From an optimization exercise on the open Yosys and OpenROAD flow, aimed at a short achievable clock period and few clock cycles; shortcuts taken in it are not production practice. Only simulation tests tie the RTL to the original design; equivalence was not proved. No activity file was given, so power comes from the tool's default toggle rates.

==> design/flow/design.v <==
module CPU(
    input reset, clk,
    output [31:0] imem_addr,
    input [31:0] imem_data,
    output [31:0] dmem_addr,
    output [31:0] dmem_wdata,
    output dmem_we, dmem_re,
    input [31:0] dmem_rdata
);
reg [31:0] PC;
reg [31:0] ras;                  
reg        D_valid, D_pred;
reg [31:0] D_inst, D_pc4, D_ras;
reg [31:0] D_rsoh, D_rtoh;       
reg        D_rsW, D_rtW;         
reg [4:0]  E_rd;
reg        E_load, E_store, E_br, E_brv, E_jr, E_slow;
reg [31:0] E_a, E_b, E_sd, E_pc4, E_brtgt, E_alt, E_ras;
reg [4:0]  E_sh;
reg        E_pred, E_neg, E_nz, E_x, E_jp;
reg        E_fAM, E_fAW, E_fAE, E_fBM, E_fBW, E_fBE, E_fSM, E_fSW, E_fSE, E_sdL;
reg        E_sub, E_add, E_and, E_or, E_xor, E_nor, E_slt, E_sll, E_srl, E_sra, E_lnk;
reg [4:0]  M_rd;
reg        M_load, M_store, M_slow;
reg [31:0] M_res, M_sd, M_pc4, M_brtgt;
reg        M_le, M_neg, M_pred, M_nz;
reg [4:0]  W_rd;
reg [31:0] W_val;
reg [31:0] rf [1:31];
wire stall, e_red, m_red;
wire [31:0] e_tgt, m_tgt;
wire [31:0] pc4 = {PC[31], PC[30:0] + 31'd4};
wire [31:0] inst = imem_data;
wire [5:0]  f_op = inst[31:26];
wire f_rtype = (f_op == 6'h00);
wire f_j   = (f_op == 6'h02) | (f_op == 6'h03);
wire f_br  = (f_op[5:2] == 4'b0001);
wire f_small = (inst[15:6] == 10'h000) | (inst[15:6] == 10'h3FF);
wire f_bt  = f_br & (f_op[0] | inst[15]) & f_small;
wire f_jr  = f_rtype & (inst[5:0] == 6'h08) & (inst[25:21] == 5'd31);
wire f_call = (f_op == 6'h03) | (f_rtype & (inst[5:0] == 6'h09));
wire f_pred = f_j | f_bt | f_jr;
wire [6:0] f_lo;
wire       f_c;
KSAdd #(.N(7), .L(3)) if_add(.a(PC[8:2]), .b(inst[6:0]), .ci(1'b1), .s(f_lo), .co(f_c));
wire [22:0] f_hi   = PC[31:9];
wire [22:0] f_hip1 = PC[31:9] + 23'd1;
wire [22:0] f_him1 = PC[31:9] - 23'd1;
wire        f_wrap = &PC[30:2];
wire [22:0] f_hisel;
HiSel if_hisel(.c(f_c), .sg(inst[15]),
               .h0({f_hi[22] ^ f_wrap, f_hi[21:0]}),
               .hp({f_hip1[22] ^ f_wrap, f_hip1[21:0]}),
               .hm({f_him1[22] ^ f_wrap, f_him1[21:0]}),
               .h(f_hisel));
wire [31:0] f_brtgt = {f_hisel, f_lo, 2'b00};
wire [31:0] pc_next;
PcNext pc_mux(.e_red(e_red), .e_tgt(e_tgt), .m_red(m_red), .m_tgt(m_tgt),
              .stall(stall), .pc(PC), .f_j(f_j), .f_bt(f_bt), .f_jr(f_jr),
              .jtgt({pc4[31:28], inst[25:0], 2'b00}), .brtgt(f_brtgt), .ras(ras),
              .pc4(pc4), .next(pc_next));
assign imem_addr = PC;
always @(negedge reset or posedge clk) begin
    if (~reset) begin
        PC <= 32'h80000000;
        ras <= 32'b0;
        D_valid <= 1'b0;
    end else begin
        PC <= pc_next;
        if (~stall & f_call) ras <= pc4;
        if (e_red | m_red) D_valid <= 1'b0;
        else if (~stall) D_valid <= 1'b1;
    end
end
wire [4:0] n_rs = stall ? D_inst[25:21] : inst[25:21];
wire [4:0] n_rt = stall ? D_inst[20:16] : inst[20:16];
wire [31:0] f_rsoh = 32'b1 << inst[25:21];
wire [31:0] f_rtoh = 32'b1 << inst[20:16];
always @(posedge clk) begin
    if (~stall) begin
        D_inst <= inst;
        D_pc4 <= pc4;
        D_ras <= ras;
        D_pred <= f_pred;
        D_rsoh <= {f_rsoh[31:1], 1'b0};
        D_rtoh <= {f_rtoh[31:1], 1'b0};
    end
    D_rsW <= (M_rd != 5'd0) & (M_rd == n_rs);
    D_rtW <= (M_rd != 5'd0) & (M_rd == n_rt);
end
wire [5:0] op = D_inst[31:26];
wire [5:0] fn = D_inst[5:0];
wire [4:0] rs = D_inst[25:21];
wire [4:0] rt = D_inst[20:16];
wire [4:0] rd = D_inst[15:11];
wire [15:0] imm = D_inst[15:0];
wire rtype  = (op == 6'h00);
wire i_jr   = rtype & (fn == 6'h08);
wire i_jalr = rtype & (fn == 6'h09);
wire i_sll  = rtype & (fn == 6'h00);
wire i_srl  = rtype & (fn == 6'h02);
wire i_sra  = rtype & (fn == 6'h03);
wire i_shift = i_sll | i_srl | i_sra;
wire i_j    = (op == 6'h02);
wire i_jal  = (op == 6'h03);
wire i_beq  = (op == 6'h04);
wire i_bne  = (op == 6'h05);
wire i_blez = (op == 6'h06);
wire i_bgtz = (op == 6'h07);
wire i_br   = (op[5:2] == 4'b0001);
wire i_lw   = (op == 6'h23);
wire i_sw   = (op == 6'h2B);
wire i_lui  = (op == 6'h0F);
wire i_andi = (op == 6'h0C);
wire i_imm  = (op == 6'h08) | (op == 6'h09) | (op == 6'h0A) | (op == 6'h0B) |
              i_andi | (op == 6'h0D) | i_lui | i_lw | i_sw;
wire i_link = i_jal | i_jalr;
wire d_add = (rtype & ((fn == 6'h20) | (fn == 6'h21))) | (op == 6'h08) | (op == 6'h09) |
             i_lui | i_lw | i_sw;
wire d_sub = rtype & ((fn == 6'h22) | (fn == 6'h23));
wire d_and = (rtype & (fn == 6'h24)) | i_andi;
wire d_or  = (rtype & (fn == 6'h25)) | (op == 6'h0D);
wire d_xor = rtype & (fn == 6'h26);
wire d_nor = rtype & (fn == 6'h27);
wire d_slt = (rtype & ((fn == 6'h2A) | (fn == 6'h2B))) | (op == 6'h0A) | (op == 6'h0B);
wire [4:0] d_rd = i_jal ? 5'd31 :
                  (rtype & ~i_jr) ? rd :
                  (i_imm & ~i_sw) ? rt : 5'd0;
wire [31:0] immv = i_lui  ? {imm, 16'b0} :
                   i_andi ? {16'b0, imm} : {{16{imm[15]}}, imm};
reg [31:0] rf_a, rf_b;
integer k;
always @(*) begin
    rf_a = 32'b0;
    rf_b = 32'b0;
    for (k = 1; k < 32; k = k + 1) begin
        rf_a = rf_a | ({32{D_rsoh[k]}} & rf[k]);
        rf_b = rf_b | ({32{D_rtoh[k]}} & rf[k]);
    end
end
wire [31:0] rs_rf = D_rsW ? W_val : rf_a;
wire [31:0] rt_rf = D_rtW ? W_val : rf_b;
wire [31:0] d_brtgt = D_pc4 + {{14{imm[15]}}, imm, 2'b00};
wire use_rs = ~(i_j | i_jal | i_shift);
wire use_rt = rtype | i_br;
assign stall = D_valid & ((E_load & (E_rd != 5'd0) &
                           ((use_rs & (rs == E_rd)) | (use_rt & (rt == E_rd)))) | E_slow);
wire b_reg = ~i_imm & ~i_link;
wire fAM = use_rs & (rs != 5'd0) & (E_rd == rs);
wire fAW = use_rs & (rs != 5'd0) & (M_rd == rs) & ~fAM;
wire fBM = b_reg & (rt != 5'd0) & (E_rd == rt);
wire fBW = b_reg & (rt != 5'd0) & (M_rd == rt) & ~fBM;
wire fSE = i_sw & (rt != 5'd0) & (E_rd == rt);
wire fSM = fSE & ~E_load;
wire fSL = fSE & E_load;
wire fSW = i_sw & (rt != 5'd0) & (M_rd == rt) & ~fSE;
wire e_bubble = stall | e_red | m_red;
always @(negedge reset or posedge clk) begin
    if (~reset) begin
        E_rd <= 5'b0;
        E_load <= 1'b0; E_store <= 1'b0;
        E_br <= 1'b0; E_brv <= 1'b0; E_jr <= 1'b0; E_slow <= 1'b0;
    end else if (e_bubble | ~D_valid) begin
        E_rd <= 5'b0;
        E_load <= 1'b0; E_store <= 1'b0;
        E_br <= 1'b0; E_brv <= 1'b0; E_jr <= 1'b0; E_slow <= 1'b0;
    end else begin
        E_rd <= d_rd;
        E_load <= i_lw; E_store <= i_sw;
        E_br <= i_br & ~((i_blez | i_bgtz) & (rt != 5'd0));
        E_brv <= i_br & ~((i_blez | i_bgtz) & (rt != 5'd0)) & (imm != 16'd0);
        E_jr <= i_jr | i_jalr;
        E_slow <= (i_blez | i_bgtz) & (rt != 5'd0);
    end
end
always @(posedge clk) begin
    E_a <= use_rs ? rs_rf : 32'b0;
    E_b <= i_link ? D_pc4 : i_imm ? immv : rt_rf;
    E_sd <= rt_rf;
    E_sh <= D_inst[10:6];
    E_pc4 <= D_pc4;
    E_brtgt <= d_brtgt;
    E_alt <= D_pred ? D_pc4 : d_brtgt;
    E_x <= D_pred ^ (i_bne | i_bgtz);
    E_jp <= D_pred;
    E_ras <= D_ras;
    E_pred <= D_pred;
    E_neg <= i_bne | i_bgtz;
    E_nz <= (imm != 16'd0);
    E_fAM <= fAM; E_fAW <= fAW; E_fBM <= fBM; E_fBW <= fBW;
    E_fSM <= fSM; E_fSW <= fSW; E_sdL <= fSL;
    E_fAE <= ~fAM & ~fAW; E_fBE <= ~fBM & ~fBW; E_fSE <= ~fSM & ~fSW;
    E_sub <= d_sub | d_slt | i_br;
    E_add <= d_add | d_sub;
    E_and <= d_and; E_or <= d_or; E_xor <= d_xor; E_nor <= d_nor;
    E_slt <= d_slt;
    E_sll <= i_sll; E_srl <= i_srl; E_sra <= i_sra;
    E_lnk <= i_link;
end
wire [31:0] A  = ({32{E_fAM}} & M_res) | ({32{E_fAW}} & W_val) | ({32{E_fAE}} & E_a);
wire [31:0] B  = ({32{E_fBM}} & M_res) | ({32{E_fBW}} & W_val) | ({32{E_fBE}} & E_b);
wire [31:0] Bx = ({32{E_fBM}} & (M_res ^ {32{E_sub}})) | ({32{E_fBW}} & (W_val ^ {32{E_sub}})) |
                 ({32{E_fBE}} & (E_b ^ {32{E_sub}}));
wire [31:0] SD = ({32{E_fSM}} & M_res) | ({32{E_fSW}} & W_val) | ({32{E_fSE}} & E_sd);
wire [31:0] res;
wire lt;
ExAlu alu(.a(A), .b(B), .bx(Bx), .sh(E_sh), .sub(E_sub), .add(E_add), .land(E_and), .lor(E_or),
          .lxor(E_xor), .lnor(E_nor), .slt(E_slt), .sll(E_sll), .srl(E_srl), .sra(E_sra),
          .lnk(E_lnk), .link(E_b), .res(res), .lt(lt));
wire eq_mw = (M_res == W_val);
wire eq_me = (M_res == E_b);
wire eq_em = (E_a == M_res);
wire eq_we = (W_val == E_b);
wire eq_ew = (E_a == W_val);
wire eq_ee = (E_a == E_b);
wire eq = (E_fAM & E_fBM) | (E_fAW & E_fBW) |
          (E_fAM & E_fBW & eq_mw) | (E_fAW & E_fBM & eq_mw) |
          (E_fAM & E_fBE & eq_me) | (E_fAE & E_fBM & eq_em) |
          (E_fAW & E_fBE & eq_we) | (E_fAE & E_fBW & eq_ew) |
          (E_fAE & E_fBE & eq_ee);
wire eqr = (E_fAM & (M_res == E_ras)) | (E_fAW & (W_val == E_ras)) | (E_fAE & (E_a == E_ras));
wire taken = eq ^ E_neg;
assign e_red = (E_brv & (eq ^ E_x)) | (E_jr & ~(E_jp & eqr));
assign e_tgt = E_jr ? A : E_alt;
always @(negedge reset or posedge clk) begin
    if (~reset) begin
        M_rd <= 5'b0;
        M_load <= 1'b0; M_store <= 1'b0; M_slow <= 1'b0;
    end else begin
        M_rd <= E_rd;
        M_load <= E_load;
        M_store <= E_store;
        M_slow <= E_slow;
    end
end
always @(posedge clk) begin
    M_res <= res;
    M_sd <= E_sdL ? dmem_rdata : SD;
    M_le <= eq | lt;
    M_neg <= E_neg;
    M_pred <= E_pred;
    M_nz <= E_nz;
    M_pc4 <= E_pc4;
    M_brtgt <= E_brtgt;
end
assign dmem_addr = M_res;
assign dmem_wdata = M_sd;
assign dmem_we = M_store;
assign dmem_re = M_load;
wire m_taken = M_le ^ M_neg;
assign m_red = M_slow & (m_taken ^ M_pred) & M_nz;
assign m_tgt = m_taken ? M_brtgt : M_pc4;
always @(negedge reset or posedge clk) begin
    if (~reset) W_rd <= 5'b0;
    else W_rd <= M_rd;
end
always @(posedge clk) begin
    W_val <= M_load ? dmem_rdata : M_res;
end
integer i;
always @(negedge reset or posedge clk) begin
    if (~reset) begin
        for (i = 1; i < 32; i = i + 1) rf[i] <= 32'b0;
    end else if (W_rd != 5'd0) begin
        rf[W_rd] <= W_val;
    end
end
endmodule
module KSAdd #(parameter N = 32, parameter L = 5) (
    input [N-1:0] a, b,
    input ci,
    output [N-1:0] s,
    output co
);
wire [N-1:0] p = a ^ b;
wire [N-1:0] t = a | b;
wire [N-1:0] g1 = (a & b) | (t & {a[N-2:0] & b[N-2:0], 1'b0});
wire [N-1:0] t1 = t & {t[N-2:0], 1'b1};
genvar l, i;
generate
    for (l = 1; l <= L; l = l + 1) begin : lvl
        wire [N-1:0] g, tt;
        if (l == 1) begin : first
            assign g = g1;
            assign tt = t1;
        end else begin : next
            for (i = 0; i < N; i = i + 1) begin : pos
                if (i >= (1 << (l - 1))) begin : comb
                    assign g[i] = lvl[l-1].g[i] | (lvl[l-1].tt[i] & lvl[l-1].g[i - (1 << (l - 1))]);
                    assign tt[i] = lvl[l-1].tt[i] & lvl[l-1].tt[i - (1 << (l - 1))];
                end else begin : pass
                    assign g[i] = lvl[l-1].g[i];
                    assign tt[i] = lvl[l-1].tt[i];
                end
            end
        end
    end
endgenerate
wire [N-1:0] G = lvl[L].g;
wire [N-1:0] T = lvl[L].tt;
wire [N-1:0] c = G | (T & {N{ci}});
assign s = p ^ {c[N-2:0], ci};
assign co = c[N-1];
endmodule
module ExAlu(
    input [31:0] a, b, bx,
    input [4:0] sh,
    input sub, add, land, lor, lxor, lnor, slt, sll, srl, sra, lnk,
    input [31:0] link,
    output [31:0] res,
    output lt
);
wire [31:0] sum;
wire co;
KSAdd #(.N(32), .L(5)) add32(.a(a), .b(bx), .ci(sub), .s(sum), .co(co));
assign lt = ~co;
wire signed [31:0] bs = b;
wire [31:0] sra_r = bs >>> sh;
wire [31:0] other = ({32{land}} & (a & b)) |
                    ({32{lor}}  & (a | b)) |
                    ({32{lxor}} & (a ^ b)) |
                    ({32{lnor}} & ~(a | b)) |
                    ({32{sll}}  & (b << sh)) |
                    ({32{srl}}  & (b >> sh)) |
                    ({32{sra}}  & sra_r) |
                    ({32{lnk}}  & link);
Mux2 #(.N(31)) res_mux(.s(add), .a(other[31:1]), .b(sum[31:1]), .y(res[31:1]));
Sel3 res0_sel(.sa(add), .a(sum[0]), .sb(slt), .b(lt), .sc(~add & ~slt), .c(other[0]), .y(res[0]));
endmodule
module HiSel(
    input c, sg,
    input [22:0] h0, hp, hm,
    output [22:0] h
);
assign h = (c == sg) ? h0 : c ? hp : hm;
endmodule
module PcNext(
    input e_red, m_red, stall, f_j, f_bt, f_jr,
    input [31:0] e_tgt, m_tgt, pc, jtgt, brtgt, ras, pc4,
    output [31:0] next
);
assign next = e_red ? e_tgt :
              m_red ? m_tgt :
              stall ? pc :
              f_j ? jtgt :
              f_bt ? brtgt :
              f_jr ? ras : pc4;
endmodule
module Mux2 #(parameter N = 32) (
    input s,
    input [N-1:0] a, b,
    output [N-1:0] y
);
assign y = s ? b : a;
endmodule
module Sel3(
    input sa, a, sb, b, sc, c,
    output y
);
assign y = (sa & a) | (sb & b) | (sc & c);
endmodule
==> design/flow/flow/run.sh <==
#!/bin/bash
set -euo pipefail
cd "$(dirname "$0")/.."
bash standard.sh SETUP_SLACK_MARGIN=${FLOW_MARGIN:-8} finish > flow_standard.log 2>&1
==> design/flow/standard.sh <==
#!/bin/bash
# synth_recipe.tcl (not shown) runs the flow's synth.tcl, then flattens the netlist and writes it again
# the make line also repeats each setting of config.mk as NAME=value (left out here)
make -C /OpenROAD-flow-scripts/flow DESIGN_CONFIG=/design/flow/config.mk WORK_HOME=/design/flow/orfs CLKGATE_MAP_FILE= SYNTH_SCRIPT=/design/flow/synth_recipe.tcl "${@:-finish}"
==> design/flow/config.mk <==
export PLATFORM = sky130hd
export DESIGN_NAME = CPU
export DESIGN_NICKNAME = CPU
export VERILOG_FILES = /design/flow/design.v
export SDC_FILE = /design/flow/constraint.sdc
export NUM_CORES = 4
export LEC_CHECK = 0
export CAP_MARGIN = 40
export CORE_MARGIN = 2
export CORE_UTILIZATION = 25
export GPL_ROUTABILITY_DRIVEN = 1
export GPL_TIMING_DRIVEN = 1
export PLACE_DENSITY = 0.45
export SLEW_MARGIN = 40
export SYNTH_HIERARCHICAL = 1
==> design/flow/constraint.sdc <==
create_clock -name core_clock -period 11.0 [get_ports {clk}]
set_input_delay 2.2000 -clock core_clock [delete_from_list [all_inputs] [get_ports {clk}]]
set_output_delay 2.2000 -clock core_clock [all_outputs]
set_load 0.01 [all_outputs]
==> results of run 1 <==
[layer usage]
layer,global-route usage,part of all wire,vias up
met2,0.396,0.39,7190
met3,0.111,0.14,1881
met1,0.382,0.40,42800
met5,0.00176,0.00034,-
met4,0.157,0.069,21
li1,-,-,33300
[final timing paths]
path | slack (ns) | start | to | cells past startpoint
max | 7.25 | M_load | dmem_re | 1
min | 0.32 | E_pc4[17] | M_pc4[17] | 0
max reg2reg | 7.26 | E_fBE | M_res[30] | 17
min reg2reg | 0.32 | E_pc4[17] | M_pc4[17] | 0
max in group asynchronous | 8.20 | reset | rf[20][16] | 5
min in group asynchronous | 1.30 | reset | E_store | 2
[per-module statistics from Yosys (local to each module, per instance), excerpt]
module | flip-flops and latches | area [µm²]
HiSel | 0 | 800
CPU | 1653 | 75600
Sel3 | 0 | 13.8
ExAlu | 0 | 6070
PcNext | 0 | 1860
[where the power goes]
group | total [mW] | switching [mW] | internal [mW]
registers | 7.77 | 0.853 | 6.92
logic | 4.76 | 2.82 | 1.94
clock network | 6.65 | 2.83 | 3.82
total | 19.2 | 6.50 | 12.7
[through the flow]
step	setup slack, ns	hold WS, ns	cell area [µm²]	power (mW)	utilization
floorplan	6.94	0.310	88300	9.79	-
global placement	5.52	0.310	94700	11.5	0.271
detailed placement	5.51	0.312	95100	11.6	0.272
CTS	7.23	0.322	108000	18.9	0.309
global route	7.22	0.331	110000	19.7	0.314
finish	7.25	0.321	110000	19.2	0.314
[layout by cell type (no fill, tap or decap), types with 85 or more instances in the layout]
master / synthesis / final
nand2_1: 917 / 865
dfxtp_2: 0 / 85
a22o_1: 227 / 227
nand3_1: 191 / 183
dfrtp_1: 1079 / 1046
nand4_1: 181 / 181
buf_4: 57 / 542
xor2_1: 239 / 230
nor3_1: 147 / 119
dfxtp_1: 414 / 279
o21ai_0: 694 / 675
buf_6: 16 / 180
a222oi_1: 125 / 125
inv_1: 372 / 324
a221oi_1: 235 / 231
a21oi_1: 279 / 234
edfxtp_1: 159 / 159
nor2_1: 329 / 303
xnor2_1: 204 / 200
ha_1: 178 / 145
mux2_2: 477 / 463
clkbuf_16: 0 / 210
mux2i_1: 209 / 193
a22oi_1: 552 / 534
[what timing repair did]
action | 4_1_cts | 5_1_grt
pin swaps | 211 | 134
resized for setup | 1402 | 213
endpoints found under the hold margin | 0 | 0
endpoints found under the setup margin | 772 | 883
cloned | 60 | 14
buffers inserted | 296 | 80
[cell type report]
| class | instances | area [µm²] |
|---|---|---|
| antenna | 35 | 87.6 |
| clock buffer | 275 | 5560 |
| clock inverter | 66 | 738 |
| fill | 35600 | 240000 |
| inverter | 377 | 1590 |
| multi-input combinational | 6019 | 45800 |
| sequential | 1653 | 40400 |
| tap | 4599 | 5750 |
| timing repair buffer | 927 | 9800 |
| timing repair inverter | 15 | 85.1 |
[kinds of logic (layout without fill, tap and decap cells)]
group,after synthesis,in the layout
and+or+nand+nor,2125,2135
muxes,786,786
other,2,41
DFF,1653,1653
xor gates and xnor gates,443,443
adders and majority gates,181,181
AOI/OAI and AO/OA,2468,2468
buffers and inverters,1204,1660
==> metrics.yaml, run 1 <==
sta:
  period_share: 0.341
  finClkSkew_ns: 0.114
  fmax_ghz: 0.267
  report.final.slew_viol_count: 0
  worstMarginPinSlew_ns: 0.937
  setup-tns-final_ns: 0
  setup_violations: 0
  relSlewSlack: 0.370
  rsz0062_at_grt: "yes"
  hold_viol_final: 0
  fin_crit_ns: 3.75
logic_synthesis:
  synth_edf_count: 159
  ys_warn_count: 8
  ys_ff_latch: 1653
  synth_compound_area_frac: 0.195
  muxShareOfSynthArea: 0.107
  synth_top_family_by_area: "compound AO/OA/AOI/OAI gates"
  ys.flop_type: "dfrtp_1"
  synthArstFlopShare: 0.653
  synthTopCellsByArea: "dfrtp_1, dfxtp_1, mux2_2"
  synth_area_per_cell_um2: 9.91
  syn_inst: 8862
  synth-simple-area-share: 0.113
  synth_top_cell_by_area: "dfrtp_1"
  synth_xor_area_frac: 0.0442
  synth-adder-area-share: 0.0260
  synth_most_common_cell: "dfrtp_1"
  synthDistinctLibCells: 106
  syn_area_um2: 87800
  ys_seq_area_frac: 0.457
  synthTopCellsByCount: "dfrtp_1, nand2_1, o21ai_0"
  synth_top_area_share: 0.307
setup_path:
  worst-path-max-fanout: 2
  crit_slowest_cell: "dfrtp_2"
  cpLargestDelayFamily: "flip-flops"
  cp_slowest_stage_delay_ns: 0.50
  cp_cell_sequence: "buf_6"
  worstSetupEndpointType: "output port"
  cp.required_ns: 8.80
  critPathKind: "reg -> out"
  cp.arrival_ns: 1.55
  timing.critical_path.buf_inv: 1
  crit_path_start_kind: "flip-flop"
clock_tree:
  clk-insertion-delay-late_ns: 0.91
  cts_tree: "yes"
  clk_pin_slew_ns: 0.06
  cts.sinks: 1653
  hold_buffers: 0
  cts-buffers-inserted: 192
  root_buffer: "clkbuf_16"
  h-tree-depth: 4
  clockBufferDepth: 4
floorplanning:
  ios: 164
  die_area_um2: 356000
  fp.coreArea_um2: 349000
  dieHeight_um: 597
  num_rows: 217
  fp.dieW_um: 597
  start_util: 0.251
detailed_routing:
  drtIter0Drc: 15900
  ant_nets: 0
  dr.pass1.iters: 13
  via_per_inst: 6.10
  wl_mm: 534
  drc_errors: 0
  routedWlPerCell_um: 38.2
  vias: 85200
placed_design:
  place_inst: 13100
  hpwl_mm: 330
  gp_congestion: 1.00
  portBuffers: 163
pwr:
  irDropWorstVdd_uv: 126
  leakagePower_nw: 45.8
  powerDensity_nw_per_um2: 175
run_status:
  status: "no timing/DRC/antenna violations"
global_routing:
  grt_usage: 0.288
  gr-total-overflow: 0
  antenna_found_initial: 46
  grt_pass1_wl_mm: 712
  grt_start_max_net_pins: 145
  grt_pass1_vias: 80700
cells_and_area:
  final_nets: 9432
  final_cells: 14000
  drive_gt1_frac: 0.261
  regMostFlops: "rf"
  syn2layout_area_growth_pct: 25.1
  largest_register_ffs: 992
job:
  cap_violations: 0
worst_hold_path:
  hold_path.class: "reg -> reg"
Testbench counts, summed over its fixed seeds: cycles 23,949.
==> run 2: changes to the inputs <==
--- a/design/flow/design.v
+++ b/design/flow/design.v
@@ -21,2 +21,3 @@
 reg        E_fAM, E_fAW, E_fAE, E_fBM, E_fBW, E_fBE, E_fSM, E_fSW, E_fSE, E_sdL;
+reg        E_xAM, E_xAW, E_xAE, E_xBM, E_xBW, E_xBE;    
 reg        E_sub, E_add, E_and, E_or, E_xor, E_nor, E_slt, E_sll, E_srl, E_sra, E_lnk;
@@ -24,4 +25,4 @@
 reg        M_load, M_store, M_slow;
-reg [31:0] M_res, M_sd, M_pc4, M_brtgt;
-reg        M_le, M_neg, M_pred, M_nz;
+reg [31:0] M_res, M_sd, M_alt;
+reg        M_mis;             
 reg [4:0]  W_rd;
@@ -57,6 +58,8 @@
 wire [31:0] pc_next;
-PcNext pc_mux(.e_red(e_red), .e_tgt(e_tgt), .m_red(m_red), .m_tgt(m_tgt),
+wire [31:0] pc_rest;
+Mux2 #(.N(32)) pc_emux(.s(e_red), .a(pc_rest), .b(e_tgt), .y(pc_next));
+PcNext pc_mux(.m_red(m_red), .m_tgt(m_tgt),
               .stall(stall), .pc(PC), .f_j(f_j), .f_bt(f_bt), .f_jr(f_jr),
               .jtgt({pc4[31:28], inst[25:0], 2'b00}), .brtgt(f_brtgt), .ras(ras),
-              .pc4(pc4), .next(pc_next));
+              .pc4(pc4), .next(pc_rest));
 assign imem_addr = PC;
@@ -145,4 +148,16 @@
 wire use_rt = rtype | i_br;
-assign stall = D_valid & ((E_load & (E_rd != 5'd0) &
-                           ((use_rs & (rs == E_rd)) | (use_rt & (rt == E_rd)))) | E_slow);
+wire f_shift = f_rtype & ((inst[5:0] == 6'h00) | (inst[5:0] == 6'h02) | (inst[5:0] == 6'h03));
+wire f_use_rs = ~(f_j | f_shift);
+wire f_use_rt = f_rtype | f_br;
+wire d_slow = (i_blez | i_bgtz) & (rt != 5'd0);
+wire stall_next = ~stall & ~e_red & ~m_red & D_valid &
+                  ((i_lw & (d_rd != 5'd0) &
+                    ((f_use_rs & (inst[25:21] == d_rd)) | (f_use_rt & (inst[20:16] == d_rd)))) |
+                   d_slow);
+reg stall_r;
+always @(negedge reset or posedge clk) begin
+    if (~reset) stall_r <= 1'b0;
+    else stall_r <= stall_next;
+end
+assign stall = stall_r;
 wire b_reg = ~i_imm & ~i_link;
@@ -156,2 +171,3 @@
 wire fSW = i_sw & (rt != 5'd0) & (M_rd == rt) & ~fSE;
+wire d_arith = d_add | d_sub | d_slt | i_br;
 wire e_bubble = stall | e_red | m_red;
@@ -192,2 +208,4 @@
     E_fAE <= ~fAM & ~fAW; E_fBE <= ~fBM & ~fBW; E_fSE <= ~fSM & ~fSW;
+    E_xAM <= fAM & d_arith; E_xAW <= fAW & d_arith; E_xAE <= ~fAM & ~fAW & d_arith;
+    E_xBM <= fBM & d_arith; E_xBW <= fBW & d_arith; E_xBE <= ~fBM & ~fBW & d_arith;
     E_sub <= d_sub | d_slt | i_br;
@@ -201,4 +219,5 @@
 wire [31:0] B  = ({32{E_fBM}} & M_res) | ({32{E_fBW}} & W_val) | ({32{E_fBE}} & E_b);
-wire [31:0] Bx = ({32{E_fBM}} & (M_res ^ {32{E_sub}})) | ({32{E_fBW}} & (W_val ^ {32{E_sub}})) |
-                 ({32{E_fBE}} & (E_b ^ {32{E_sub}}));
+wire [31:0] Ax = ({32{E_xAM}} & M_res) | ({32{E_xAW}} & W_val) | ({32{E_xAE}} & E_a);
+wire [31:0] Bx = ({32{E_xBM}} & (M_res ^ {32{E_sub}})) | ({32{E_xBW}} & (W_val ^ {32{E_sub}})) |
+                 ({32{E_xBE}} & (E_b ^ {32{E_sub}}));
 wire [31:0] SD = ({32{E_fSM}} & M_res) | ({32{E_fSW}} & W_val) | ({32{E_fSE}} & E_sd);
@@ -206,3 +225,3 @@
 wire lt;
-ExAlu alu(.a(A), .b(B), .bx(Bx), .sh(E_sh), .sub(E_sub), .add(E_add), .land(E_and), .lor(E_or),
+ExAlu alu(.a(A), .b(B), .ax(Ax), .bx(Bx), .sh(E_sh), .sub(E_sub), .add(E_add), .land(E_and), .lor(E_or),
           .lxor(E_xor), .lnor(E_nor), .slt(E_slt), .sll(E_sll), .srl(E_srl), .sra(E_sra),
@@ -238,8 +257,4 @@
     M_sd <= E_sdL ? dmem_rdata : SD;
-    M_le <= eq | lt;
-    M_neg <= E_neg;
-    M_pred <= E_pred;
-    M_nz <= E_nz;
-    M_pc4 <= E_pc4;
-    M_brtgt <= E_brtgt;
+    M_mis <= ((eq | lt) ^ E_x) & E_nz;
+    M_alt <= E_alt;
 end
@@ -249,5 +264,4 @@
 assign dmem_re = M_load;
-wire m_taken = M_le ^ M_neg;
-assign m_red = M_slow & (m_taken ^ M_pred) & M_nz;
-assign m_tgt = m_taken ? M_brtgt : M_pc4;
+assign m_red = M_slow & M_mis;
+assign m_tgt = M_alt;
 always @(negedge reset or posedge clk) begin
@@ -305,3 +319,3 @@
 module ExAlu(
-    input [31:0] a, b, bx,
+    input [31:0] a, b, ax, bx,
     input [4:0] sh,
@@ -314,3 +328,3 @@
 wire co;
-KSAdd #(.N(32), .L(5)) add32(.a(a), .b(bx), .ci(sub), .s(sum), .co(co));
+KSAdd #(.N(32), .L(5)) add32(.a(ax), .b(bx), .ci(sub), .s(sum), .co(co));
 assign lt = ~co;
@@ -337,8 +351,7 @@
 module PcNext(
-    input e_red, m_red, stall, f_j, f_bt, f_jr,
-    input [31:0] e_tgt, m_tgt, pc, jtgt, brtgt, ras, pc4,
+    input m_red, stall, f_j, f_bt, f_jr,
+    input [31:0] m_tgt, pc, jtgt, brtgt, ras, pc4,
     output [31:0] next
 );
-assign next = e_red ? e_tgt :
-              m_red ? m_tgt :
+assign next = m_red ? m_tgt :
               stall ? pc :
==> run 2 against run 1 <==
Compared with the run above: combinational power decreased by 18%; still clean on timing, DRC and antenna; worst hold slack improved by 0.018 ns; synthesized area decreased by 0.72%; highest routed layer unchanged; critical endpoint is now PC[27].
==> metrics.yaml, run 2 <==
run_status:
  status: "no timing/DRC/antenna violations"
floorplanning:
  die_area_um2: 353000  # -0.72%
  num_rows: 216  # -0.46%
  fp.dieW_um: 595  # -0.36%
  start_util: 0.251  # about the same
  fp.coreArea_um2: 347000  # -0.77%
  ios: 164  # unchanged
  dieHeight_um: 595  # -0.36%
logic_synthesis:
  ys_seq_area_frac: 0.440  # -0.0166
  ys_warn_count: 8  # unchanged
  synth_top_cell_by_area: "dfrtp_1"
  ys_ff_latch: 1566  # -5.3%
  synth_top_area_share: 0.310  # +0.00252
  syn_area_um2: 87200  # -0.72%
  synthDistinctLibCells: 107  # +0.94%
  syn_inst: 8843  # -0.21%
  synthTopCellsByArea: "dfrtp_1, dfxtp_1, mux2_2"
  synthArstFlopShare: 0.690  # +0.0369
  synthTopCellsByCount: "dfrtp_1, nand2_1, clkbuf_1"
  synth_most_common_cell: "dfrtp_1"
  synth_edf_count: 159  # unchanged
  ys.flop_type: "dfrtp_1"
  synth_area_per_cell_um2: 9.86  # -0.51%
detailed_routing:
  route.met2.wl_mm: 206  # -2.0%
  wl_met3_mm: 67.8  # -6.4%
  met1Wirelength_mm: 206  # -3.8%
  drc_errors: 0  # unchanged
  via_per_inst: 6.14  # +0.66%
  dr.pass1.iters: 14  # +1
  drtIter0Drc: 15400  # -2.8%
  vias: 84400  # -0.98%
  highest_layer: "met5"
  ant_nets: 0  # unchanged
  routedWlPerCell_um: 37.7  # -1.3%
  wl_mm: 518  # -3.0%
setup_path:
  timing.critical_path.buf_inv: 4  # +3
  cp_common_cell: "mux2_4"
  crit_slowest_cell: "nor3_4"
  cp_slowest_stage_delay_ns: 0.36  # -0.14 ns
  worst-path-max-fanout: 8  # +6
  critPathKind: "in -> reg"
  cp.required_ns: 11.73  # +2.93 ns
  cpLargestDelayFamily: "simple AND/OR/NAND/NOR gates"
  worstSetupEndpointType: "flip-flop"
  cp.arrival_ns: 4.64  # +3.09 ns
  crit_path_start_kind: "input pin"
  cp_cell_sequence: "buf_8 > nor3_4 > and3_4 > nand3_4 > nor4_4 > buf_6 > buf_12 > buf_16 > mux2_4 > a221oi_2 > o31ai_1 > mux2_4"
sta:
  report.final.slew_viol_count: 0  # unchanged
  setup-tns-final_ns: 0  # unchanged
  fmax_ghz: 0.256  # -4.1%
  fin_crit_ns: 3.91  # +0.160 ns
  rsz0062_at_grt: "yes"
  setup_violations: 0  # unchanged
  worstMarginPinSlew_ns: 1.01  # +0.0755 ns
  fin_ws_ns: 7.09  # -0.160 ns
  period_share: 0.355  # +0.0145
  finClkSkew_ns: 0.0774  # -0.0362 ns
  relSlewSlack: 0.325  # -0.0446
  hold_viol_final: 0  # unchanged
clock_tree:
  cts-buffers-inserted: 187  # -2.6%
  cts.sinks: 1566  # -5.3%
  clk-insertion-delay-late_ns: 0.91  # about the same
  h-tree-depth: 4  # unchanged
  clk_pin_slew_ns: 0.06  # about the same
  hold_buffers: 0  # unchanged
  root_buffer: "clkbuf_16"
  clockBufferDepth: 4  # unchanged
  cts_tree: "yes"
placed_design:
  gp_congestion: 0.985  # -2.0%
  pre_cts_slack_ns: 4.81  # -0.696 ns
  hpwl_mm: 315  # -4.8%
  portBuffers: 163  # unchanged
global_routing:
  grt_pass1_wl_mm: 694  # -2.5%
  gr-total-overflow: 0  # unchanged
  grt_usage: 0.280  # -0.00724
  grt_start_max_net_pins: 152  # +4.8%
  grt_pass1_vias: 79700  # -1.2%
  antenna_found_initial: 61  # +33%
cells_and_area:
  layout_common_cells: "dfrtp_1, nand2_1, o21ai_0"
  utilization: 0.308  # -0.00638
  drive_gt1_frac: 0.247  # -0.0147
  syn2layout_area_growth_pct: 22.5
  final_nets: 9235  # -2.1%
  regMostFlops: "rf"
  final_common_cell: "dfrtp_1"
  largest_register_ffs: 992  # unchanged
pwr:
  powerDensity_nw_per_um2: 164  # -6.2%
  leakagePower_nw: 46.0  # +0.26%
  irDropWorstVdd_uv: 122  # -3.3%
job:
  cap_violations: 0  # unchanged
worst_hold_path:
  hold_path.class: "reg -> reg"
-- run 2: what timing repair did --
action | CTS | global route
buffers inserted | 248 | 39
endpoints found under the setup margin | 665 | 470
resized for setup | 1140 | 217
pin swaps | 135 | 91
cloned | 30 | 5
-- run 2: final timing paths --
check                        startpoint    endpoint  slack [ns]  depth (start not counted)
min reg2reg                   D_ras[18]   E_ras[18]        0.34                          0
max in group asynchronous         reset  rf[10][26]        8.12                          5
max reg2reg                     E_a[13]      PC[11]        7.30                          9
max                        imem_data[4]      PC[27]        7.09                         12
min in group asynchronous         reset     W_rd[3]        1.24                          1
min                           D_ras[18]   E_ras[18]        0.34                          0
-- run 2: where the power goes --
part / switching [mW] / leakage, nW / total [mW] / internal (mW)
sequential: 0.665 / 19.5 / 7.03 / 6.36
combinational: 2.31 / 23.4 / 3.88 / 1.57
clock: 2.75 / 3.11 / 6.59 / 3.84
total: 5.72 / 46.0 / 17.5 / 11.8
-- run 2: cell families (layout without fill, tap and decap cells) --
family / after synthesis / after routing / share of synthesized area
multiplexers: 803 / 803 / 0.113
adder cells (fa/ha/maj): 181 / 181 / 0.0262
buffers and inverters: 1291 / 1578 / 0.0594
AND/OR/NAND/NOR: 1976 / 1976 / 0.106
AO/OA/AOI/OAI: 2570 / 2570 / 0.210
flip-flops: 1566 / 1566 / 0.440
XOR/XNOR: 454 / 454 / 0.0456
other: 2 / 33 / 0.0000861
-- run 2: worst reg2reg max path, stage by stage (launching register included) --
cell	delay, ns
dfxtp_2	0.64
xor2_1	0.16
nor4_2	0.66
nand4_1	0.27
nor4_1	0.44
a211oi_2	0.15
nand3_1	0.17
a31o_4	0.40
buf_12	0.30
mux2_4	0.35
-- run 2: per-module statistics from Yosys, one instance, submodules excluded, a selection --
module,area [µm²],cells inside
ExAlu,6070,735
HiSel,800,77
Sel3,13.8,2
PcNext,1960,223
CPU,74300,7287
-- run 2: cell type report --
cell class	instances	area, µm²
inverter	417	1650
clock inverter	65	812
sequential	1566	38600
antenna	27	67.6
tap	4578	5730
fill	35600	240000
timing repair buffer	817	8560
multi-input combinational	5990	45800
timing repair inverter	9	45.0
clock buffer	270	5520
-- run 2: layer usage --
layer  global-route usage  vias to the layer above
met5              0.00270                        -
met4                0.170                       56
met3               0.0980                     1882
met2                0.389                     6823
met1                0.370                    42600
li1                     -                    33000
-- run 2: metrics by stage --
step | std cells | total power, mW | hold WS (ns) | instance area [µm²]
floorplan | 8847 | 8.88 | 0.323 | 87600
global placement | 13000 | 10.3 | 0.331 | 93800
detailed placement | 13100 | 10.3 | 0.327 | 94400
CTS | 13700 | 17.2 | 0.339 | 105000
global route | 13700 | 18.0 | 0.347 | 107000
finish | 13700 | 17.5 | 0.339 | 107000
Testbench counts of run 2, summed over its fixed seeds: cycles 23,949.
==> run 3: changes to the inputs <==
--- a/design/flow/design.v
+++ b/design/flow/design.v
@@ -15,2 +15,4 @@
 reg        D_rsW, D_rtW;         
+reg        D_rsM;                
+reg        D_rsL;                
 reg [4:0]  E_rd;
@@ -30,3 +32,4 @@
 reg [31:0] rf [1:31];
-wire stall, e_red, m_red;
+wire stall, e_red, m_red, id_red;
+wire [31:0] id_tgt;
 wire [31:0] e_tgt, m_tgt;
@@ -35,9 +38,10 @@
 wire [5:0]  f_op = inst[31:26];
-wire f_rtype = (f_op == 6'h00);
-wire f_j   = (f_op == 6'h02) | (f_op == 6'h03);
-wire f_br  = (f_op[5:2] == 4'b0001);
+wire f_low   = ~f_op[5] & ~f_op[3];
+wire f_rtype = f_low & ~f_op[2] & ~f_op[1];
+wire f_j     = f_low & ~f_op[2] & f_op[1];
+wire f_br    = f_low & f_op[2];
 wire f_small = (inst[15:6] == 10'h000) | (inst[15:6] == 10'h3FF);
 wire f_bt  = f_br & (f_op[0] | inst[15]) & f_small;
-wire f_jr  = f_rtype & (inst[5:0] == 6'h08) & (inst[25:21] == 5'd31);
-wire f_call = (f_op == 6'h03) | (f_rtype & (inst[5:0] == 6'h09));
+wire f_jr  = f_rtype & ~inst[5] & inst[3] & ~inst[0];
+wire f_call = (f_j & f_op[0]) | (f_rtype & ~inst[5] & inst[3] & inst[0]);
 wire f_pred = f_j | f_bt | f_jr;
@@ -60,3 +64,5 @@
 Mux2 #(.N(32)) pc_emux(.s(e_red), .a(pc_rest), .b(e_tgt), .y(pc_next));
-PcNext pc_mux(.m_red(m_red), .m_tgt(m_tgt),
+wire x_red = m_red | id_red;
+wire [31:0] x_tgt = m_red ? m_tgt : id_tgt;
+PcNext pc_mux(.m_red(x_red), .m_tgt(x_tgt),
               .stall(stall), .pc(PC), .f_j(f_j), .f_bt(f_bt), .f_jr(f_jr),
@@ -73,3 +79,3 @@
         if (~stall & f_call) ras <= pc4;
-        if (e_red | m_red) D_valid <= 1'b0;
+        if (e_red | m_red | id_red) D_valid <= 1'b0;
         else if (~stall) D_valid <= 1'b1;
@@ -91,2 +97,4 @@
     D_rsW <= (M_rd != 5'd0) & (M_rd == n_rs);
+    D_rsM <= (E_rd != 5'd0) & ~E_load & (E_rd == n_rs);
+    D_rsL <= (E_rd != 5'd0) & E_load & (E_rd == n_rs);
     D_rtW <= (M_rd != 5'd0) & (M_rd == n_rt);
@@ -148,3 +156,3 @@
 wire use_rt = rtype | i_br;
-wire f_shift = f_rtype & ((inst[5:0] == 6'h00) | (inst[5:0] == 6'h02) | (inst[5:0] == 6'h03));
+wire f_shift = f_rtype & ~inst[5] & ~inst[3];
 wire f_use_rs = ~(f_j | f_shift);
@@ -172,2 +180,12 @@
 wire d_arith = d_add | d_sub | d_slt | i_br;
+wire id_rsE = (rs != 5'd0) & (E_rd == rs);
+wire id_known = D_valid & ~stall & ~id_rsE & ~D_rsL & ((rs == 5'd0) | D_rsM | D_rsW);
+wire [31:0] id_rsv = (rs == 5'd0) ? 32'b0 : D_rsM ? M_res : W_val;
+wire id_zero = (rs == 5'd0) | (D_rsM ? (M_res == 32'b0) : (W_val == 32'b0));
+wire id_taken = id_zero ^ (i_bne | i_bgtz);
+wire id_red_b = id_known & i_br & (rt == 5'd0) & (id_taken ^ D_pred) & (imm != 16'd0);
+wire id_red_j = id_known & (i_jr | i_jalr) & ~(D_pred & (id_rsv == D_ras));
+assign id_red = id_red_b | id_red_j;
+assign id_tgt = (i_jr | i_jalr) ? id_rsv : id_taken ? d_brtgt : D_pc4;
+wire d_pred2 = D_pred ^ id_red_b;
 wire e_bubble = stall | e_red | m_red;
@@ -198,7 +216,7 @@
     E_brtgt <= d_brtgt;
-    E_alt <= D_pred ? D_pc4 : d_brtgt;
-    E_x <= D_pred ^ (i_bne | i_bgtz);
-    E_jp <= D_pred;
-    E_ras <= D_ras;
-    E_pred <= D_pred;
+    E_alt <= d_pred2 ? D_pc4 : d_brtgt;
+    E_x <= d_pred2 ^ (i_bne | i_bgtz);
+    E_jp <= D_pred | id_red_j;
+    E_ras <= id_red_j ? id_rsv : D_ras;
+    E_pred <= d_pred2;
     E_neg <= i_bne | i_bgtz;
==> run 3 against run 2 <==
Compared with the run above: design area rose by 6.2%; flip-flop and latch count rose by 2; highest routed layer unchanged; cell count rose by 5.7%; synthesized cell count rose by 4.7%; critical path type is now reg -> out.
==> metrics.yaml, run 3 <==
clock_tree:
  cts.sinks: 1568  # +0.13%
  clockBufferDepth: 4  # unchanged
  clk-insertion-delay-late_ns: 0.92  # about the same
  cts-buffers-inserted: 182  # -2.7%
  clk_pin_slew_ns: 0.07  # about the same
  root_buffer: "clkbuf_16"
  h-tree-depth: 4  # unchanged
  cts_tree: "yes"
logic_synthesis:
  synth_area_per_cell_um2: 9.69  # -1.7%
  syn_inst: 9257  # +4.7%
  synth_most_common_cell: "dfrtp_1"
  synth_top_cell_by_area: "dfrtp_1"
  ys.flop_type: "dfrtp_1"
  synth_edf_count: 159  # unchanged
  synthDistinctLibCells: 110  # +2.8%
  synthTopCellsByCount: "dfrtp_1, nand2_1, o21ai_0"
  synthArstFlopShare: 0.689  # -0.000880
  synthTopCellsByArea: "dfrtp_1, dfxtp_1, mux2_2"
  ys_warn_count: 8  # unchanged
  ys_ff_latch: 1568  # +0.13%
  syn_area_um2: 89700  # +2.9%
  synth_top_area_share: 0.301  # -0.00882
  ys_seq_area_frac: 0.428  # -0.0121
setup_path:
  r2r-start: "PC[10]"
  cp.required_ns: 8.80  # -2.93 ns
  worstSetupEndpointType: "output port"
  cp.arrival_ns: 1.64  # -3.00 ns
  cp_cell_sequence: "buf_6"
  crit_path_start_kind: "flip-flop"
  critPathKind: "reg -> out"
  reg2reg_setup_slack_ns: 7.23  # -0.07 ns
  crit_start: "PC[31]"
  cp_slowest_stage_delay_ns: 0.59  # +0.23 ns
  cpLargestDelayFamily: "flip-flops"
  timing.critical_path.buf_inv: 1  # -3
  worst-path-max-fanout: 2  # -6
  crit_slowest_cell: "dfstp_2"
pwr:
  leakagePower_nw: 48.0  # +4.5%
  irDropWorstVdd_uv: 128  # +4.9%
  powerDensity_nw_per_um2: 163  # -0.38%
sta:
  period_share: 0.349  # -0.00621
  fmax_ghz: 0.260  # +1.8%
  setup_violations: 0  # unchanged
  worstMarginPinSlew_ns: 0.983  # -0.0291 ns
  fin_ws_ns: 7.16  # +0.0683 ns
  setup-tns-final_ns: 0  # unchanged
  finClkSkew_ns: 0.0933  # +0.0159 ns
  fin_crit_ns: 3.84  # -0.0683 ns
  relSlewSlack: 0.339  # +0.0134
  report.final.slew_viol_count: 0  # unchanged
  rsz0062_at_grt: "yes"
  hold_viol_final: 0  # unchanged
cells_and_area:
  drive_gt1_frac: 0.273  # +0.0261
  regMostFlops: "rf"
  fin_area_um2: 113000  # +6.2%
  final_nets: 9803  # +6.2%
  largest_register_ffs: 992  # unchanged
  utilization: 0.317  # +0.00875
  syn2layout_area_growth_pct: 26.4
  final_common_cell: "dfrtp_1"
  fillers: 36500  # +2.7%
  layout_common_cells: "dfrtp_1, nand2_1, o21ai_0"
  final_cells: 14500  # +5.7%
placed_design:
  place_inst: 13700  # +4.7%
  hpwl_mm: 342  # +8.7%
  place_area_um2: 97500  # +3.3%
  portBuffers: 163  # unchanged
  gp_congestion: 0.986  # +0.11%
  pre_cts_slack_ns: 5.35  # +0.538 ns
detailed_routing:
  routedWlPerCell_um: 39.0  # +3.4%
  dr.pass1.iters: 12  # -2
  drtIter0Drc: 16900  # +9.3%
  wl_mm: 566  # +9.3%
  ant_nets: 0  # unchanged
  drc_errors: 0  # unchanged
  vias: 90200  # +6.9%
  via_per_inst: 6.21  # +1.1%
global_routing:
  grt_start_max_net_pins: 144  # -5.3%
  grt_usage: 0.298  # +0.0177
  grt_pass1_vias: 84400  # +5.9%
  grt_pass1_wl_mm: 754  # +8.6%
  antenna_found_initial: 54  # -11%
  gr-total-overflow: 0  # unchanged
floorplanning:
  fp.coreArea_um2: 358000  # +3.3%
  dieHeight_um: 603  # +1.4%
  fp.dieW_um: 603  # +1.4%
  die_area_um2: 364000  # +2.9%
  start_util: 0.251  # -0.000856
  num_rows: 220  # +1.9%
  ios: 164  # unchanged
run_status:
  status: "no timing/DRC/antenna violations"
job:
  cap_violations: 0  # unchanged
worst_hold_path:
  hp-start: "E_alt[15]"
  hold_path.class: "reg -> reg"
-- run 3: cell count changes in the layout (fill, tap and decap cells not counted), moves of 45 or more --
| cell | change |
|---|---|
| nor2_1 | +45 |
| xor2_1 | -66 |
| buf_4 | +83 |
| xnor2_1 | +102 |
| buf_12 | +47 |
| nand2_1 | +52 |
-- run 3: power by group --
part	switching (mW)	internal, mW	total (mW)
Combinational	2.85	2.11	4.97
Clock	2.71	3.57	6.29
Sequential	0.846	6.41	7.26
-- run 3: stage by stage --
| stage | total power [mW] | hold slack (ns) |
|---|---|---|
| after CTS | 18.2 | 0.342 |
| final | 18.5 | 0.339 |
| after detailed placement | 11.2 | 0.338 |
| after global routing | 19.0 | 0.354 |
| after floorplan | 9.41 | 0.331 |
| after global placement | 11.2 | 0.335 |
-- run 3: final timing paths --
path / cells after the start / to
min in group asynchronous: 1 / rf[17][26]
worst min-delay path: 0 / M_alt[15]
worst max register to register: 15 / PC[31]
max in group asynchronous: 3 / rf[4][7]
worst max-delay path: 1 / imem_addr[31]
worst min register to register: 0 / M_alt[15]
-- run 3: repair_timing --
item                                    CTS  global route
pin swaps                               187           160
endpoints found under the hold margin     0             0
cloned                                   65            12
setup endpoints to repair               878           641
gates resized for setup                1524           254
buffers inserted                        332            69
hold buffers                              0             0
-- run 3: logic make-up after synthesis --
family / after synthesis / share of synthesized area
adder cells (fa/ha/maj): 181 / 0.0255
AND/OR/NAND/NOR: 2173 / 0.112
AO/OA/AOI/OAI: 2663 / 0.211
flip-flops: 1568 / 0.428
other: 2 / 0.0000837
buffers and inverters: 1321 / 0.0596
multiplexers: 853 / 0.115
XOR/XNOR: 496 / 0.0485
-- run 3: per-module statistics from Yosys (local to each module, per instance), excerpt --
module	cell area, µm²	times used	cells inside
ExAlu	6070	1	735
PcNext	1960	1	223
CPU	76800	1	7701
HiSel	800	1	77
Sel3	13.8	1	2
-- run 3: metal layers --
metal / GRT usage / vias to the layer above / share of wire
met4: 0.181 / 40 / 0.075
met3: 0.114 / 2051 / 0.14
li1: - / 34900 / -
met2: 0.407 / 7835 / 0.39
met5: 0.00462 / - / 0.00092
met1: 0.392 / 45400 / 0.39
-- run 3: final cells by class --
class	instances	area, µm²	share of cell area
clock buffer	260	5390	0.0475
clock inverter	63	578	0.00510
tap	4773	5970	0.0526
multi-input combinational	6390	49800	0.439
inverter	409	1610	0.0142
sequential	1568	38700	0.341
antenna	53	133	0.00117
timing repair buffer	997	11200	0.0988
timing repair inverter	8	42.5	0.000375
-- run 3: worst register-to-register path, cell delays in order, from the launching register on --
cell and delay, ns:
dfrtp_2 0.41, buf_4 0.17, and3_1 0.22, and3_2 0.29, nand3_2 0.18, or2_1 0.33, inv_1 0.08, nand2_1 0.11
or4_1 0.47, xor2_2 0.20, xor2_1 0.19, mux2i_1 0.22, mux2i_1 0.14, a221oi_1 0.31, o31ai_1 0.12, mux2_2 0.27
Testbench counts of run 3, summed over its fixed seeds: cycles 23,455.

==> static timing again, ports no longer ideal <==
The results above use ideal ports. As a check the final layouts listed here were re-extracted and re-timed, cells and wires unchanged.
Step 1, drivers: a clkbuf_16 drives clk and a buf_2 each remaining input, both assumed.
Step 2 times the ports against the registers' clock, not the clock port: input delays grow and output delays shrink by t, the midpoint of the rising clock arrivals with the driver on.
Slacks: ideal ports / drivers / drivers and shift; pairs: ideal ports / drivers.
run | shift t [ns] | setup WS [ns] | hold slack, ns | clock arrival spread, ns | worst data-port slew with drivers (ns)
run 1 | 0.970 | 7.249 / 7.134 / 6.521 | 0.321 / 0.321 / 0.321 | 0.114 / 0.114 | 0.12
run 2 | 0.967 | 7.090 / 7.113 / 6.184 | 0.339 / 0.339 / 0.339 | 0.082 / 0.083 | 0.12
run 3 | 0.972 | 7.158 / 7.063 / 6.349 | 0.339 / 0.339 / 0.339 | 0.093 / 0.093 | 0.11
After both steps setup and hold are still met in every run listed. The setup slack of run 2, which loses most, moves by +0.023 ns with the drivers and by -0.906 ns with both steps.
